What follows belongs to an exercise in optimizing a design on an open flow for small area, a short achievable clock period and few clock cycles per item; a production flow would make more cautious choices. The RTL was checked by simulation tests, not by an equivalence proof against the original design.

## run 1
// conv3x3
module conv3x3(
    input wire clk,
    input wire rst,
    input wire en,
    input wire [7:0] pixel1,
    input wire [7:0] pixel2,
    input wire [7:0] pixel3,
    input wire [7:0] pixel4,
    input wire [7:0] pixel5,
    input wire [7:0] pixel6,
    input wire [7:0] pixel7,
    input wire [7:0] pixel8,
    input wire [7:0] pixel9,
    input wire [7:0] filter1,
    input wire [7:0] filter2,
    input wire [7:0] filter3,
    input wire [7:0] filter4,
    input wire [7:0] filter5,
    input wire [7:0] filter6,
    input wire [7:0] filter7,
    input wire [7:0] filter8,
    input wire [7:0] filter9,
    output wire [31:0] result,
    output wire done
);
wire [48:0] cs;
reg [48:0] cs_reg;
reg done_reg;
alu alu1(
    .pixel1(pixel1),
    .pixel2(pixel2),
    .pixel3(pixel3),
    .pixel4(pixel4),
    .pixel5(pixel5),
    .pixel6(pixel6),
    .pixel7(pixel7),
    .pixel8(pixel8),
    .pixel9(pixel9),
    .filter1(filter1),
    .filter2(filter2),
    .filter3(filter3),
    .filter4(filter4),
    .filter5(filter5),
    .filter6(filter6),
    .filter7(filter7),
    .filter8(filter8),
    .filter9(filter9),
    .cs(cs)
);
always @ (posedge clk)
    cs_reg <= cs;
always @ (posedge clk or posedge rst) begin
    if (rst)
        done_reg <= 1'b0;
    else
        done_reg <= en;
end
wire bhs0, bhc0;
ha bha0 (.a(cs_reg[5]), .b(cs_reg[6]), .s(bhs0), .co(bhc0));
wire bhs1, bhc1;
ha bha1 (.a(cs_reg[8]), .b(cs_reg[9]), .s(bhs1), .co(bhc1));
wire bs537, bc537;
fa bfa537 (.a(cs_reg[10]), .b(cs_reg[11]), .c(cs_reg[12]), .s(bs537), .co(bc537));
wire bhs2, bhc2;
ha bha2 (.a(cs_reg[13]), .b(bhc1), .s(bhs2), .co(bhc2));
wire bs538, bc538;
  ...
Size: about 1500 cells after synthesis, roughly 50 flip-flops.
==> flow/config.mk <==
export PLATFORM = sky130hd
export DESIGN_NAME = conv3x3
export DESIGN_NICKNAME = conv3x3
export VERILOG_FILES = /design/flow/design.v
export SDC_FILE = /design/flow/constraint.sdc
export NUM_CORES = 4
export LEC_CHECK = 0
export CAP_MARGIN = 20
export CORE_MARGIN = 2
export CORE_UTILIZATION = 40
export SETUP_SLACK_MARGIN = 4
export SLEW_MARGIN = 20
export SYNTH_HIERARCHICAL = 1
==> flow/constraint.sdc <==
create_clock -name core_clock -period 10.0 [get_ports {clk}]
set_input_delay 2.0000 -clock core_clock [delete_from_list [all_inputs] [get_ports {clk}]]
set_output_delay 2.0000 -clock core_clock [all_outputs]
set_load 0.01 [all_outputs]
standard.sh (not shown) runs the stock make flow with config.mk's settings and CLKGATE_MAP_FILE= SYNTH_SCRIPT=/design/flow/synth_recipe.tcl, a recipe that flattens the netlist after the stock synthesis.
==> flow/flow/run.sh <==
#!/bin/bash
set -o pipefail
bash standard.sh "BUFFER_PORTS_ARGS=-buffer_cell sky130_fd_sc_hd__buf_2" finish > standard_flow.log 2>&1
Testbench counts of run 1, summed over its fixed seeds: cycles 1,608, items 1,600.
Input changes introduced in run 2 (baseline for comparison: run 1):
Settings: changing CORE_UTILIZATION from 40 to 65; changing SETUP_SLACK_MARGIN from 4 to 4.3.
--- outcome ---
- Between run 1 and run 2, area of combinational cells with multiple inputs increased.
- [diff] vias after detailed routing, run 2 relative to run 1: regression
- Run 2 vs. run 1: global-route met2 utilization higher, site row count lower.
- Per the comparison of run 2 with run 1, total length of routed met3 wires lost 1.6%, wire length of the first global-routing pass lost about 6%.
#### Input delta (run 3 over run 2)
Settings: changing SETUP_SLACK_MARGIN from 4.3 to 4; changing CORE_UTILIZATION from 65 to 40.
==> flow/run.sh (new file) <==
#!/bin/bash
# synth_recipe.tcl (not shown) runs the flow's synth.tcl, then flattens the netlist and writes it again
# the make line also repeats each setting of config.mk as NAME=value (left out here)
make -C /OpenROAD-flow-scripts/flow DESIGN_CONFIG=/design/flow/config.mk WORK_HOME=/design/flow/orfs CLKGATE_MAP_FILE= SYNTH_SCRIPT=/design/flow/synth_recipe.tcl finish
removed: flow/flow/run.sh
removed: flow/standard.sh
### Flow results
Synthesis-to-layout area growth, run 2 and run 3, higher one = run 3.
Re synthesized cell count: no difference whatsoever between run 3 and run 2.
In run 3, the per-cell via count in the routed design came out 12% below the value in run 2.
Summary — data arrival time of the critical path, run 3 relative to run 2: higher, by 0.31 ns.
In the final reports, the cell area of run 3 is larger than that of run 2.
Diff run 2 -> run 3: clock-buffer cell count neither gained nor lost much, number of buffers added for setup after CTS saw little to no change.
--- input diff run 3..run 4 ---
Settings: SETUP_SLACK_MARGIN removed (was 4); CORE_UTILIZATION changed from 40 to 65.
==> flow/flow/run.sh (new file) <==
#!/bin/bash
set -o pipefail
bash standard.sh "BUFFER_PORTS_ARGS=-buffer_cell sky130_fd_sc_hd__buf_2" finish > standard_flow.log 2>&1
==> flow/standard.sh (new file) <==
#!/bin/bash
# synth_recipe.tcl (not shown) runs the flow's synth.tcl, then flattens the netlist and writes it again
# the make line also repeats each setting of config.mk as NAME=value (left out here)
make -C /OpenROAD-flow-scripts/flow DESIGN_CONFIG=/design/flow/config.mk WORK_HOME=/design/flow/orfs CLKGATE_MAP_FILE= SYNTH_SCRIPT=/design/flow/synth_recipe.tcl "${@:-finish}"
removed: flow/run.sh
No run among run 3 and run 4 stopped early or left any final violation; all are clean. Area: run 4 vs run 3 -> run 4 smaller. After detailed routing, run 3 needs more wire than run 4. met2 demand-to-capacity share in global routing was higher in the run labelled run 4. Taking run 3 as the reference point, the final cell count without fillers of run 4 falls by 203. Run 4 ended up with a higher global-route track usage on met3 than run 3 did. Per the comparison of run 4 with run 3, final-layout setup total negative slack shows no meaningful change; sequential portion of the cell area picked up an extra 0.28 points. From run 3 to run 4 the numbers moved as follows: first-pass GRT wire length fell 6.9%; setup slack +0.17 ns; non-clock buffer count saw little to no change.
[inputs] run 5 vs run 4
Settings: a change of CORE_UTILIZATION from 65 to 40.
==> flow/flow/run.sh <==
#!/bin/bash
set -o pipefail
bash standard.sh "BUFFER_PORTS_ARGS=-buffer_cell sky130_fd_sc_hd__buf_1" finish > standard_flow.log 2>&1
## What came out
- Run 5 vs run 4 — die extent in y climbed by more than a quarter
- Compared with run 4, in run 5 number of hold buffers added after cts stayed essentially flat, final design instance area without fill rose by 0.58%, wire length of the first global-routing pass rose by 7.0%.

========
Setup of fjord:
Starting RTL as in the previous note.
Settings: LEC_CHECK=0, CAP_MARGIN=20, CORE_MARGIN=2, CORE_UTILIZATION=40, SETUP_SLACK_MARGIN=4.5, SLEW_MARGIN=20, SYNTH_HIERARCHICAL=1; clock period 10.0 ns.
==> flow/flow/run.sh <==
#!/bin/bash
set -o pipefail
bash standard.sh "BUFFER_PORTS_ARGS=-buffer_cell sky130_fd_sc_hd__buf_2" finish > standard_flow.log 2>&1
fjord finished every step from synthesis to the final layout, and the layout passed the timing, design-rule and antenna checks.
Testbench counts of fjord, summed over its fixed seeds: cycles 1,608, items 1,600.
What indigo does differently from fjord at the input level:
Settings: swapping 40 for 65 in CORE_UTILIZATION; swapping 4.5 for 4.4 in SETUP_SLACK_MARGIN.
[summary]
fjord → indigo: final cell count went down 204; final cell area excluding filler cells went down 1400 sq um; total number of nets in the final design held.
Compared with fjord, in indigo non-clock buffer count -about 1.2%, shortest clock period the worst path allows after layout increased by 120 ps relative to the old numbers, worst hold slack dropped 7.9 ps, instance area at placement shows a reduction of 610 sq um.
## Diff of input files: garnet against indigo
Settings: a deleted SETUP_SLACK_MARGIN that had been 4.4; a change of CORE_UTILIZATION from 65 to 40.
From indigo to garnet the numbers moved as follows: sink count of the clock tree neither gained nor lost much, share of layout cells above drive strength 1 lost 11 points.
Modified inputs, juniper compared to garnet
Settings: ABC_CLOCK_PERIOD_IN_PS newly set to 2000.
==> summary.txt <==
juniper completed; timing, DRC and antenna clean. From juniper to garnet, cell count did not move at all. Filler cell count in the final layout delta (garnet -> juniper): insignificant. From garnet to juniper, area share of buffers outside the clock network did not move at all. As far as overall routed net length goes, juniper and garnet are indistinguishable; the numbers are identical.

========
conv3x3 again, from the RTL that the note above started with.
clock: 10.0 ns
lec_check: 0
cap_margin: 20
core_margin: 2
core_utilization: 65
setup_slack_margin: 4.5
slew_margin: 20
synth_hierarchical: 1
Scripts as last shown in full above: flow/flow/run.sh
Testbench counts at the start, summed over its fixed seeds: cycles 1,608, items 1,600.
Rerun with:
- GPL_TIMING_DRIVEN: not set -> 1
- SETUP_SLACK_MARGIN: 4.5 -> not set
Effect:
- count of clock-buffer cells in the layout decreases by 1
- via count goes up by 0.69%
- setup slack loses 0.31 ns
- synthesized cell count is unchanged
- worst hold slack degrades by 0.015 ns
- cell count stays the same

========
conv3x3, a different RTL version from the one above (not shown whole).
Size in the first run: ~1,500 cells after synthesis, roughly 48 flip-flops, about 180 I/O pins.
export LEC_CHECK = 0
export CAP_MARGIN = 20
export CORE_MARGIN = 2
export CORE_UTILIZATION = 65
export CTS_BUF_LIST = sky130_fd_sc_hd__clkbuf_8
export SETUP_SLACK_MARGIN = 4.3
export SLEW_MARGIN = 20
export SYNTH_HIERARCHICAL = 1
create_clock -name core_clock -period 10.0 [get_ports {clk}]
Scripts as last shown in full above: flow/flow/run.sh
The baseline completed without violations.
Testbench counts at the start, summed over its fixed seeds: cycles 1,608, items 1,600.
==> next run, changes <==
==> flow/flow/run.sh (replaced) <==
#!/bin/bash
set -o pipefail
bash standard.sh "BUFFER_PORTS_ARGS=-buffer_cell sky130_fd_sc_hd__buf_1" finish > standard_flow.log 2>&1
- CTS_BUF_LIST: sky130_fd_sc_hd__clkbuf_8 -> unset
Synthesized cell count does not change; via count hardly moves; non-clock buffer count came out higher by 1; final cell count barely changes; area after synthesis does not change; global-route usage is higher by 0.21 points.

port drivers added, routing unchanged:
In the flow no input, the clock included, has a driving cell. The finished layouts below were timed again as built, in two steps. Step 1 (the two cells are an assumption about what drives the block):
set clk [get_ports {clk}]
set_driving_cell -lib_cell sky130_fd_sc_hd__clkbuf_16 $clk
set_driving_cell -lib_cell sky130_fd_sc_hd__buf_2 [delete_from_list [all_inputs] $clk]
Step 2 times the ports against the registers' clock, not the clock port: input delays grow and output delays shrink by t, the midpoint of the rising clock arrivals with the driver on. Three values: ideal ports, drivers, drivers and shift; two values: the first two.
| run | t (ns) | slack for setup (ns) | cell pins on the clock port's net |
|---|---|---|---|
| run 1 | 0.362 | 4.215 / 4.238 / 3.876 | 1 |
| run 2 | 0.367 | 4.352 / 4.360 / 4.006 | 1 |
| run 3 | 0.372 | 4.057 / 4.039 / 3.667 | 1 |
| run 4 | 0.358 | 4.225 / 4.247 / 3.889 | 1 |
| run 5 | 0.361 | 3.909 / 3.934 / 3.573 | 1 |
| fjord | 0.354 | 4.520 / 4.509 / 4.164 | 1 |
| indigo | 0.356 | 4.396 / 4.417 / 4.061 | 1 |
| garnet | 0.362 | 4.215 / 4.238 / 3.876 | 1 |
| juniper | 0.362 | 4.215 / 4.238 / 3.876 | 1 |
| the first run of note 3 | 0.365 | 4.533 / 4.508 / 4.183 | 1 |
| the second run of note 3 | 0.358 | 4.225 / 4.247 / 3.889 | 1 |
| the first run of note 4 | 0.359 | 4.287 / 4.255 / 4.015 | 1 |
| the second run of note 4 | 0.339 | 4.313 / 4.271 / 4.009 | 1 |
After both steps every run listed still meets setup and hold. The setup slack of run 3, which loses most, moves by -0.018 ns with the drivers and by -0.390 ns with both steps.
